This design comes from an exercise in tuning for small area and a short achievable clock period on the open sky130 flow, not from production work.
The RTL was checked by simulation tests, not by an equivalence proof against the original design.
No activity file was given, so power comes from the tool's default toggle rates.

v11:
==> flow/design.v (excerpt) <==
module CPU(
    input clk,
    input reset,
    output reg [31:0] iaddr,
    input [31:0] idata,
    output [31:0] daddr,
    input [31:0] drdata,
    output [31:0] dwdata,
    output [3:0] we,
    output [31:0] x31,
    output [31:0] pc
);
Size in the first run: about 4700 cells after synthesis, about 230 I/O pins.
==> flow/config.mk <==
export PLATFORM = sky130hd
export DESIGN_NAME = CPU
export DESIGN_NICKNAME = CPU
export VERILOG_FILES = /design/flow/design.v
export SDC_FILE = /design/flow/constraint.sdc
export NUM_CORES = 4
export LEC_CHECK = 0
export CAP_MARGIN = 20
export CORE_MARGIN = 2
export CORE_UTILIZATION = 45
export CTS_CLUSTER_DIAMETER = 60
export CTS_CLUSTER_SIZE = 30
export SETUP_SLACK_MARGIN = 4
export SLEW_MARGIN = 20
export SYNTH_HIERARCHICAL = 1
export TNS_END_PERCENT = 5
==> flow/constraint.sdc <==
create_clock -name core_clock -period 14.0 [get_ports {clk}]
set_input_delay 2.8000 -clock core_clock [delete_from_list [all_inputs] [get_ports {clk}]]
set_output_delay 2.8000 -clock core_clock [all_outputs]
set_load 0.01 [all_outputs]
standard.sh (not shown) runs the stock make flow with config.mk's settings and CLKGATE_MAP_FILE= SYNTH_SCRIPT=/design/flow/synth_recipe.tcl, a recipe that flattens the netlist after the stock synthesis.
==> flow/flow/run.sh <==
#!/bin/bash
# The standard layout, except that the input and output port buffers are
# buf_4 cells instead of the delay buffers buffer_ports picks by default.
set -euo pipefail
cd "$(dirname "$0")/.."
bash standard.sh "BUFFER_PORTS_ARGS=-buffer_cell sky130_fd_sc_hd__buf_4" finish > standard_flow.log 2>&1
Modified inputs, v23 compared to v11
# v11
export LEC_CHECK = 0
export CAP_MARGIN = 20
export CORE_MARGIN = 2
export CORE_UTILIZATION = 45
export CTS_CLUSTER_DIAMETER = 60
export CTS_CLUSTER_SIZE = 30
export SETUP_SLACK_MARGIN = 4
export SLEW_MARGIN = 20
export SYNTH_HIERARCHICAL = 1
export TNS_END_PERCENT = 5
create_clock -name core_clock -period 14.0 [get_ports {clk}]
# v23
export LEC_CHECK = 0
export CAP_MARGIN = 20
export CORE_MARGIN = 2
export CORE_UTILIZATION = 55
export CTS_CLUSTER_DIAMETER = 60
export CTS_CLUSTER_SIZE = 30
export SETUP_SLACK_MARGIN = 5
export SLEW_MARGIN = 20
export SYNTH_HIERARCHICAL = 1
export TNS_END_PERCENT = 10
create_clock -name core_clock -period 14.0 [get_ports {clk}]
### Flow results
Result: PASS for each of v11 and v23
| global-route usage | higher: v23 |
Where wire length of the first global-routing pass is concerned, v11 is outperformed by v23.
Final cell count down 114 in v23 wrt v11
Taking v11 as the reference, in v23 post-DP HPWL went down 8.4%; via count went up about 4%.

Setup of old:
Another version of the RTL of CPU (not shown whole).
For scale: roughly 4600 cells after synthesis, about 0.056 mm2 of cells after synthesis.
==> flow/config.mk <==
export PLATFORM = sky130hd
export DESIGN_NAME = CPU
export DESIGN_NICKNAME = CPU
export VERILOG_FILES = /design/flow/design.v
export SDC_FILE = /design/flow/constraint.sdc
export NUM_CORES = 4
export LEC_CHECK = 0
export CAP_MARGIN = 20
export CORE_MARGIN = 2
export CORE_UTILIZATION = 45
export SETUP_SLACK_MARGIN = 4
export SLEW_MARGIN = 20
export SYNTH_HIERARCHICAL = 1
export TNS_END_PERCENT = 5
==> flow/constraint.sdc <==
create_clock -name core_clock -period 14.0 [get_ports {clk}]
set_input_delay 2.8000 -clock core_clock [delete_from_list [all_inputs] [get_ports {clk}]]
set_output_delay 2.8000 -clock core_clock [all_outputs]
set_load 0.01 [all_outputs]
Scripts as last shown in full above: flow/flow/run.sh
old finished every stage and its layout cleared the timing, design-rule and antenna checks.
### old -> new
==> flow/run.sh (new file) <==
#!/bin/bash
# synth_recipe.tcl (not shown) runs the flow's synth.tcl, then flattens the netlist and writes it again
# the make line also repeats each setting of config.mk as NAME=value (left out here)
make -C /OpenROAD-flow-scripts/flow DESIGN_CONFIG=/design/flow/config.mk WORK_HOME=/design/flow/orfs CLKGATE_MAP_FILE= SYNTH_SCRIPT=/design/flow/synth_recipe.tcl finish
removed: flow/flow/run.sh
removed: flow/standard.sh
Findings:
- Min count of cells resized by post-cts repair across old and new: old
- old -> new: number of I/O port buffers delta 0, exact match
- Complete run, failing final checks: new, reason capacitance limit, slew limit.
- Of old and new, the run reporting the lower layout net count was old.

raven:
RTL: one of the versions met above, not the one the previous note started from.
For scale: ~4,700 cells after synthesis, roughly 1,000 flip-flops, ~230 I/O pins.
Settings: LEC_CHECK=0, CAP_MARGIN=20, CORE_MARGIN=2, CORE_UTILIZATION=45, CTS_CLUSTER_DIAMETER=60, CTS_CLUSTER_SIZE=30, SETUP_SLACK_MARGIN=5, SLEW_MARGIN=20, SYNTH_HIERARCHICAL=1, TNS_END_PERCENT=10; clock period 14.0 ns.
==> flow/flow/run.sh <==
#!/bin/bash
# The standard layout, except that the input and output port buffers are
# buf_4 cells instead of the delay buffers buffer_ports picks by default.
set -euo pipefail
cd "$(dirname "$0")/.."
bash standard.sh "BUFFER_PORTS_ARGS=-buffer_cell sky130_fd_sc_hd__buf_4" finish > standard_flow.log 2>&1
diff inputs: raven => amber
Settings: a change of SETUP_SLACK_MARGIN from 5 to 4; a change of CORE_UTILIZATION from 45 to 55; a change of TNS_END_PERCENT from 10 to 5.
## What came out
- Going from raven to amber, the final cell count was found to have gone down by 7.4%.
- Diff raven -> amber: overall via count from detail_route now smaller, wire length of the first global-routing pass now smaller, post-placement setup slack now larger, count of non-CTS buffers in the layout now smaller, power share of the clock group comparable.
- Cell at the slowest stage of the critical path = sky130_fd_sc_hd__nand4_1: raven; cell at the slowest stage of the critical path = sky130_fd_sc_hd__a21oi_1: amber
- Power density over the cells delta for amber relative to raven: 1.0% higher

==> port drivers added, routing unchanged <==
The flow's constraints put no driver on any port. The routed layouts listed below were extracted and timed again, unchanged, in two steps. Step 1 (the two cells are an assumption about what drives the block):
set clk [get_ports {clk}]
set_driving_cell -lib_cell sky130_fd_sc_hd__clkbuf_16 $clk
set_driving_cell -lib_cell sky130_fd_sc_hd__buf_2 [delete_from_list [all_inputs] $clk]
Step 2 adds t to the input delays and takes it off the output delays; t is the mean of the earliest and latest rising clock arrival at the registers after step 1. Input paths then give back, and output paths get back, about the clock's delay inside the block. Slacks: ideal ports / drivers / drivers and shift; pairs: ideal ports / drivers.
| run | t (ns) | slack for setup (ns) | worst hold slack (ns) | latest minus earliest clock arrival (ns) |
|---|---|---|---|---|
| v11 | 0.800 | 3.771 / 3.677 / 3.058 | 0.788 / 0.788 / 0.788 | 0.028 / 0.028 |
| v23 | 0.751 | 4.206 / 4.046 / 3.705 | 0.772 / 0.772 / 0.772 | 0.050 / 0.050 |
| old | 0.801 | 3.749 / 3.716 / 3.169 | 0.737 / 0.737 / 0.737 | 0.057 / 0.058 |
| new | 0.800 | 3.733 / 3.685 / 3.207 | 0.728 / 0.728 / 0.728 | 0.066 / 0.065 |
| raven | 0.799 | 4.395 / 4.218 / 3.655 | 0.766 / 0.766 / 0.766 | 0.065 / 0.065 |
| amber | 0.783 | 3.660 / 3.705 / 2.941 | 0.759 / 0.759 / 0.759 | 0.082 / 0.082 |
For raven, which loses most, drivers alone change the setup slack by -0.177 ns; drivers and shift together by -0.740 ns.
